Background: an optimization exercise with open tools, aiming at small area. Do not read the settings as production practice.
The RTL was checked by simulation tests, not by an equivalence proof against the original design.
No activity file was given, so power comes from the tool's default toggle rates.

==> inputs of trial 56 <==
==> flow/design.v <==
`timescale 1ns / 1ps
module CV_LR5_TOP
(
    input CLK,
    input SYS_NRST,
    input UART_RXD,
    output wire UART_TXD,
    output [7:0] LED
);
localparam T_ADD = 3'd0, T_MUL = 3'd1, T_WR = 3'd2, T_ON = 3'd3,
           T_OFF = 3'd4, T_LED = 3'd5, T_ERR = 3'd6;
localparam S_IDLE = 4'd0, S_KW = 4'd1, S_SP1 = 4'd2, S_OP1 = 4'd3,
           S_SP2 = 4'd4, S_OP2 = 4'd5, S_TAIL = 4'd6, S_EXEC = 4'd7,
           S_TX = 4'd8;
reg [7:0] ph;
always @(posedge CLK) ph <= ph + 8'd1;
wire [5:0] p6 = ph[5:0];
wire pass_beg = (p6 == 6'd0);
wire pass_end = (p6 == 6'd63);
reg s1, s2;
always @(posedge CLK) begin
    s1 <= UART_RXD;
    s2 <= s1;
end
localparam RX_ARM = 2'd0, RX_BSY = 2'd1, RX_SKP = 2'd2, RX_RST = 2'd3;
reg [1:0] rxst;
reg [7:0] rsh;
wire rx_smp = (p6 == 6'd62);
always @(posedge CLK, negedge SYS_NRST)
begin
    if (!SYS_NRST) rxst <= RX_RST;
    else if (rx_smp)
        case (rxst)
            RX_ARM:  if (!s2) rxst <= RX_BSY;
            RX_BSY:  if (rsh[0]) rxst <= RX_SKP;
            default: rxst <= RX_ARM;
        endcase
end
always @(posedge CLK)
begin
    if (rx_smp) begin
        if (rxst == RX_ARM) begin
            if (!s2) rsh <= 8'h80;
        end
        else if (rxst == RX_BSY) rsh <= {s2, rsh[7:1]};
    end
end
wire rx_done = (rxst == RX_SKP) & pass_end;
wire [7:0] ch = rsh;
wire is_dig = (ch[7:4] == 4'h3) & (~ch[3] | (ch[2:1] == 2'b00));
wire is_let = (ch[7:5] == 3'b010 | ch[7:5] == 3'b011) & ~ch[4] & ~ch[3] &
              (ch[2:0] != 3'd0) & (ch[2:0] != 3'd7);
wire hexok = is_dig | is_let;
wire [3:0] hv = ch[6] ? ch[3:0] + 4'd9 : ch[3:0];
reg [3:0] st;
reg [2:0] ty;
reg [4:0] c;
reg wp;            
reg [4:0] dg;      
reg mled, mram;    
reg [7:0] rom_ch;
always @(*)
begin
    case ({ty, c})
        8'd0: rom_ch = 8'h0D;
        8'd1: rom_ch = 8'h0A;
        8'd9: rom_ch = 8'h52;
        8'd10: rom_ch = 8'h65;
        8'd11: rom_ch = 8'h73;
        8'd12: rom_ch = 8'h75;
        8'd13: rom_ch = 8'h6C;
        8'd14: rom_ch = 8'h74;
        8'd15: rom_ch = 8'h20;
        8'd16: rom_ch = 8'h41;
        8'd17: rom_ch = 8'h44;
        8'd18: rom_ch = 8'h44;
        8'd19: rom_ch = 8'h33;
        8'd20: rom_ch = 8'h36;
        8'd21: rom_ch = 8'h3A;
        8'd22: rom_ch = 8'h20;
        8'd32: rom_ch = 8'h0D;
        8'd33: rom_ch = 8'h0A;
        8'd34: rom_ch = 8'h52;
        8'd35: rom_ch = 8'h65;
        8'd36: rom_ch = 8'h73;
        8'd37: rom_ch = 8'h75;
        8'd38: rom_ch = 8'h6C;
        8'd39: rom_ch = 8'h74;
        8'd40: rom_ch = 8'h20;
        8'd41: rom_ch = 8'h4D;
        8'd42: rom_ch = 8'h55;
        8'd43: rom_ch = 8'h4C;
        8'd44: rom_ch = 8'h36;
        8'd45: rom_ch = 8'h34;
        8'd46: rom_ch = 8'h3A;
        8'd47: rom_ch = 8'h20;
        8'd64: rom_ch = 8'h0D;
        8'd65: rom_ch = 8'h0A;
        8'd79: rom_ch = 8'h20;
        8'd82: rom_ch = 8'h53;
        8'd83: rom_ch = 8'h75;
        8'd84: rom_ch = 8'h63;
        8'd85: rom_ch = 8'h63;
        8'd86: rom_ch = 8'h65;
        8'd87: rom_ch = 8'h73;
        8'd88: rom_ch = 8'h73;
        8'd89: rom_ch = 8'h20;
        8'd90: rom_ch = 8'h57;
        8'd91: rom_ch = 8'h52;
        8'd92: rom_ch = 8'h34;
        8'd93: rom_ch = 8'h30;
        8'd94: rom_ch = 8'h5F;
        8'd95: rom_ch = 8'h38;
        8'd96: rom_ch = 8'h0D;
        8'd97: rom_ch = 8'h0A;
        8'd111: rom_ch = 8'h20;
        8'd114: rom_ch = 8'h53;
        8'd115: rom_ch = 8'h75;
        8'd116: rom_ch = 8'h63;
        8'd117: rom_ch = 8'h63;
        8'd118: rom_ch = 8'h65;
        8'd119: rom_ch = 8'h73;
        8'd120: rom_ch = 8'h73;
        8'd121: rom_ch = 8'h20;
        8'd122: rom_ch = 8'h4F;
        8'd123: rom_ch = 8'h4E;
        8'd124: rom_ch = 8'h34;
        8'd125: rom_ch = 8'h30;
        8'd126: rom_ch = 8'h5F;
        8'd127: rom_ch = 8'h38;
        8'd128: rom_ch = 8'h0D;
        8'd129: rom_ch = 8'h0A;
        8'd143: rom_ch = 8'h20;
        8'd145: rom_ch = 8'h53;
        8'd146: rom_ch = 8'h75;
        8'd147: rom_ch = 8'h63;
        8'd148: rom_ch = 8'h63;
        8'd149: rom_ch = 8'h65;
        8'd150: rom_ch = 8'h73;
        8'd151: rom_ch = 8'h73;
        8'd152: rom_ch = 8'h20;
        8'd153: rom_ch = 8'h4F;
        8'd154: rom_ch = 8'h46;
        8'd155: rom_ch = 8'h46;
        8'd156: rom_ch = 8'h34;
        8'd157: rom_ch = 8'h30;
        8'd158: rom_ch = 8'h5F;
        8'd159: rom_ch = 8'h38;
        8'd160: rom_ch = 8'h0D;
        8'd161: rom_ch = 8'h0A;
        8'd175: rom_ch = 8'h20;
        8'd177: rom_ch = 8'h53;
        8'd178: rom_ch = 8'h75;
        8'd179: rom_ch = 8'h63;
        8'd180: rom_ch = 8'h63;
        8'd181: rom_ch = 8'h65;
        8'd182: rom_ch = 8'h73;
        8'd183: rom_ch = 8'h73;
        8'd184: rom_ch = 8'h20;
        8'd185: rom_ch = 8'h4C;
        8'd186: rom_ch = 8'h45;
        8'd187: rom_ch = 8'h44;
        8'd188: rom_ch = 8'h34;
        8'd189: rom_ch = 8'h30;
        8'd190: rom_ch = 8'h5F;
        8'd191: rom_ch = 8'h38;
        8'd192: rom_ch = 8'h0D;
        8'd193: rom_ch = 8'h0A;
        8'd208: rom_ch = 8'h45;
        8'd209: rom_ch = 8'h72;
        8'd210: rom_ch = 8'h72;
        8'd211: rom_ch = 8'h6F;
        8'd212: rom_ch = 8'h72;
        8'd213: rom_ch = 8'h20;
        8'd214: rom_ch = 8'h63;
        8'd215: rom_ch = 8'h6F;
        8'd216: rom_ch = 8'h6D;
        8'd217: rom_ch = 8'h6D;
        8'd218: rom_ch = 8'h61;
        8'd219: rom_ch = 8'h6E;
        8'd220: rom_ch = 8'h64;
        8'd221: rom_ch = 8'h21;
        8'd222: rom_ch = 8'h21;
        8'd223: rom_ch = 8'h21;
        default: rom_ch = 8'h00;
    endcase
end
wire ty_arith = (ty == T_ADD) | (ty == T_MUL);
wire kwend = (ty == T_ADD) ? (c == 5'd20) :
             (ty == T_MUL) ? (c == 5'd13) : (c == 5'd31);
wire [3:0] slot = ~c[3:0];
reg ledm, ramm;
always @(*)
begin
    case (slot)
        4'd9: begin ledm = (hv == 4'h2); ramm = (hv == 4'h9); end
        4'd8: begin ledm = (hv == 4'hF); ramm = (hv == 4'hB); end
        4'd7: begin ledm = (hv == 4'h7); ramm = (hv == 4'h7); end
        4'd6: begin ledm = (hv == 4'h5); ramm = (hv == 4'hD); end
        4'd5: begin ledm = (hv == 4'h3); ramm = (hv == 4'h1); end
        4'd4: begin ledm = (hv == 4'h9); ramm = (hv == 4'hA); end
        4'd3: begin ledm = (hv == 4'h9); ramm = (hv == 4'hC); end
        4'd2: begin ledm = (hv == 4'h8); ramm = (hv == 4'h5); end
        4'd1: begin ledm = (hv == 4'hE); ramm = (hv[3:1] == 3'b111); end
        default: begin ledm = (hv[3:1] == 3'b111); ramm = 1'b1; end
    endcase
end
wire hact = (ty == T_MUL) & (|dg[3:0]);
reg [10:0] sh;
reg txd;
wire sh_empty = ~|sh;
wire isdig = ((ty == T_ADD) & c[4] & (c[3] | (&c[2:0]))) | ((ty == T_MUL) & c[4]);
wire dig_ok = (p6 == {~c[3:0], 2'b00});
reg [63:0] ra, rp;
wire [3:0] nib = {rp[60], rp[61], rp[62], rp[63]};
wire [7:0] hexch = (nib < 4'd10) ? {4'h3, nib} : {4'h4, nib - 4'd9};
wire [7:0] txch = isdig ? hexch : rom_ch;
wire tx_load = (st == S_TX) & sh_empty & (~isdig | dig_ok);
reg [4:0] c_start;
always @(*)
begin
    case (ty)
        T_ADD: c_start = 5'd9;
        T_MUL: c_start = 5'd2;
        T_WR, T_ON: c_start = 5'd18;
        T_OFF, T_LED: c_start = 5'd17;
        default: c_start = 5'd16;
    endcase
end
wire win = (ph[7:3] == {dg[0], dg[4:1]});
always @(posedge CLK, negedge SYS_NRST)
begin
    if (!SYS_NRST) begin
        st <= S_IDLE;
        wp <= 1'b0;
    end
    else begin
        if (wp & pass_end) begin
            wp <= 1'b0;
            if (st == S_OP1 | st == S_OP2) begin
                c <= c + 5'd1;
                if (c[3:0] == 4'd15) st <= (st == S_OP1) ? S_SP2 : S_TAIL;
            end
        end
        if (rx_done) begin
            case (st)
                S_IDLE: begin
                    st <= S_KW;
                    if (ch == 8'h41)      begin ty <= T_ADD; c <= 5'd17; end
                    else if (ch == 8'h4D) begin ty <= T_MUL; c <= 5'd10; end
                    else if (ch == 8'h57) begin ty <= T_WR;  c <= 5'd27; end
                    else if (ch == 8'h4F) begin ty <= T_ON;  c <= 5'd27; end
                    else if (ch == 8'h4C) begin ty <= T_LED; c <= 5'd26; end
                    else begin ty <= T_ERR; c <= 5'd16; st <= S_TX; end
                end
                S_KW: begin
                    if (ch == rom_ch) begin
                        c <= c + 5'd1;
                        if (kwend) st <= S_SP1;
                    end
                    else if (ty == T_ON & c == 5'd27 & ch == 8'h46) ty <= T_OFF;
                    else begin ty <= T_ERR; c <= 5'd16; st <= S_TX; end
                end
                S_SP1, S_SP2: begin
                    if (ch == 8'h20) begin
                        if (st == S_SP1) begin
                            mled <= 1'b1;
                            mram <= 1'b1;
                            st <= S_OP1;
                            c <= (ty == T_ADD) ? 5'd7 : (ty == T_MUL) ? 5'd0 : 5'd6;
                        end
                        else begin
                            st <= S_OP2;
                            c <= (ty == T_ADD) ? 5'd23 : (ty == T_MUL) ? 5'd16 : 5'd30;
                        end
                    end
                    else begin ty <= T_ERR; c <= 5'd16; st <= S_TX; end
                end
                S_OP1, S_OP2: begin
                    if (hexok) begin
                        wp <= 1'b1;
                        if (st == S_OP1) begin
                            mled <= mled & ledm;
                            mram <= mram & ramm;
                        end
                    end
                    else begin ty <= T_ERR; c <= 5'd16; st <= S_TX; end
                end
                S_TAIL: begin
                    if (ch == rom_ch) begin
                        c <= c + 5'd1;
                        if (c[0]) st <= S_EXEC;
                        else if (ty == T_ADD) wp <= 1'b1;
                    end
                    else begin ty <= T_ERR; c <= 5'd16; st <= S_TX; end
                end
                default: ;
            endcase
        end
        if (st == S_EXEC & win & (ph[2:0] == 3'd7)) begin
            st <= S_TX;
            c <= c_start;
        end
        if (tx_load) begin
            c <= c + 5'd1;
            if (c == 5'd1) st <= S_IDLE;
        end
    end
end
always @(posedge CLK)
begin
    if (rx_done & hexok & (st == S_OP1) & ~ty_arith) dg <= {hv, dg[1]};
    else if (rx_done & hexok & (st == S_OP2) & (ty == T_MUL)) dg <= {hv, 1'b1};
    else if (pass_end & hact) dg <= {dg[3:0], 1'b0};
end
reg pd, cy;
wire dbit = hv[p6[1:0]];
wire [3:0] slot2 = ty_arith ? slot : {dg[3:1], ~c[0]};
wire zero_m = wp & (st == S_OP1) & (ty == T_MUL);
wire add_m  = wp & (st == S_TAIL) & (ty == T_ADD);
wire aw_m   = wp & (st == S_OP1) & (p6[5:2] == slot);
wire pw_m   = wp & (st == S_OP2) & (ty != T_MUL) & (p6[5:2] == slot2);
wire sx = hact ? (pd & ~pass_beg) : rp[63];
wire sy = ra[63] & (~hact | dg[4]);
wire ss = sx ^ sy ^ cy;
wire rp_in = zero_m ? 1'b0 : (hact | add_m) ? ss : pw_m ? dbit : rp[63];
wire ra_in = aw_m ? dbit : ra[63];
always @(posedge CLK)
begin
    ra <= {ra[62:0], ra_in};
    rp <= {rp[62:0], rp_in};
    pd <= rp[63];
    cy <= pass_end ? 1'b0 : ((sx & sy) | (sx & cy) | (sy & cy));
end
reg [255:0] ram;
wire ram_we = (st == S_EXEC) & win & (ty == T_WR) & mram;
always @(posedge CLK) ram <= {ram[254:0], ram_we ? rp[63] : ram[255]};
reg [7:0] mask;
reg [4:0] laddr;
wire [7:0] d = {rp[56], rp[57], rp[58], rp[59], rp[60], rp[61], rp[62], rp[63]};
wire led_up = (st == S_EXEC) & win & (ph[2:0] == 3'd0) & mled &
              (ty == T_ON | ty == T_OFF | ty == T_LED);
always @(posedge CLK, negedge SYS_NRST)
begin
    if (!SYS_NRST) begin
        mask <= 8'h00;
        laddr <= 5'd0;
    end
    else if (led_up) begin
        if (dg[1])
            laddr <= (ty == T_ON) ? (laddr | d[4:0]) : (ty == T_OFF) ? (laddr & ~d[4:0]) : d[4:0];
        else
            mask <= (ty == T_ON) ? (mask | d) : (ty == T_OFF) ? (mask & ~d) : d;
    end
end
reg [7:0] ledreg;
always @(posedge CLK)
    if (ph == {laddr, 3'd0})
        ledreg <= {ram[248], ram[249], ram[250], ram[251], ram[252], ram[253], ram[254], ram[255]};
assign LED = ledreg & mask;
always @(posedge CLK, negedge SYS_NRST)
begin
    if (!SYS_NRST) begin
        sh <= 11'd0;
        txd <= 1'b1;
    end
    else if (tx_load) sh <= {1'b1, ^txch, txch, 1'b0};
    else if (pass_beg) begin
        txd <= sh[0] | ~|sh[10:1];
        sh <= {1'b0, sh[10:1]};
    end
end
assign UART_TXD = txd;
endmodule
==> flow/run.sh <==
#!/bin/bash
# synth_recipe.tcl (not shown) runs the flow's synth.tcl, then flattens the netlist and writes it again
# the make line also repeats each setting of config.mk as NAME=value (left out here)
make -C /OpenROAD-flow-scripts/flow DESIGN_CONFIG=/design/flow/config.mk WORK_HOME=/design/flow/orfs CLKGATE_MAP_FILE= SYNTH_SCRIPT=/design/flow/synth_recipe.tcl finish
==> flow/config.mk <==
export PLATFORM = sky130hd
export DESIGN_NAME = CV_LR5_TOP
export DESIGN_NICKNAME = CV_LR5_TOP
export VERILOG_FILES = /design/flow/design.v
export SDC_FILE = /design/flow/constraint.sdc
export NUM_CORES = 4
export LEC_CHECK = 0
export CAP_MARGIN = 20
export CORE_MARGIN = 2
export CORE_UTILIZATION = 40
export CTS_BUF_LIST = sky130_fd_sc_hd__clkbuf_4
export SLEW_MARGIN = 20
==> flow/constraint.sdc <==
create_clock -name core_clock -period 15.0 [get_ports {CLK}]
set_input_delay 3.0000 -clock core_clock [delete_from_list [all_inputs] [get_ports {CLK}]]
set_output_delay 3.0000 -clock core_clock [all_outputs]
set_load 0.01 [all_outputs]
==> inputs of trial 73, as changes to trial 56 <==
Settings changed: CORE_UTILIZATION 40 to 60, CTS_BUF_LIST sky130_fd_sc_hd__clkbuf_4 to sky130_fd_sc_hd__clkbuf_2 sky130_fd_sc_hd__clkbuf_4.
==> inputs of trial 14, as changes to trial 56 <==
Settings changed: CTS_BUF_LIST sky130_fd_sc_hd__clkbuf_4 to not set.
==> summary.txt <==
Timing
  – Final worst path period share: 0.307
  – Layout Skew: roughly 0.031 ns

Power
  – Power after layout: around 2.5 mW

Placed design
  – Number of cells in the design after placement: approximately 1700

Clocking
  – H-tree lvl count: 2

Global route
  – Number of global-route vias before repair: about 8900

Outcome
  – Status: complete, no violations

Drt
  – Vias per cell: 5.26
That was trial 14.
==> summary.txt <==
Power
  – Power after layout: around 2.5 mW

Clocking
  – H-tree lvl count: 3

Outcome
  – Status: complete, no violations

Global route
  – Number of global-route vias before repair: ~9500

Timing
  – Final worst path period share: 0.322
That was trial 56.
==> summary.txt <==
Outcome
  – Status: complete, no violations

Final layout
  – Flip-flop count of the largest register after layout: ~260

Global route
  – Number of global-route vias before repair: around 9400

Drt
  – Vias per cell: between 5 and 6

Timing
  – Layout Skew: approximately 0.099 ns
  – Final worst path period share: 0.318

Clocking
  – H-tree lvl count: 3

Logic synthesis
  – Multiplexer fraction of the synthesized cell area: 0.0130

Power
  – Power after layout: around 2.4 mW
That was trial 73.

static timing again, ports no longer ideal:
Ports are ideal in the flow. The routed layouts listed here were re-timed in OpenROAD.
Step 1 assumes that a clkbuf_16 drives the clock port and a buf_2 every other input.
Step 2 adds t to the input delays and takes it off the output delays; t is the mean of the earliest and latest rising clock arrival at the registers after step 1. Input paths then give back, and output paths get back, about the clock's delay inside the block.
Slacks: no drivers / after step 1 / after step 2; pairs: no drivers / after step 1.
run	t (ns)	slack for setup (ns)	worst hold slack (ns)	worst setup path after step 2	worst data-port slew with drivers (ns)
trial 56	0.792	10.171 / 10.130 / 10.526	0.270 / 0.270 / 0.270	input to register	0.03
trial 73	0.772	10.223 / 10.176 / 10.583	0.274 / 0.274 / 0.274	input to register	0.03
trial 14	0.597	10.394 / 10.347 / 10.555	0.305 / 0.305 / 0.305	input to register	0.03
After both steps every run listed still meets setup and hold.
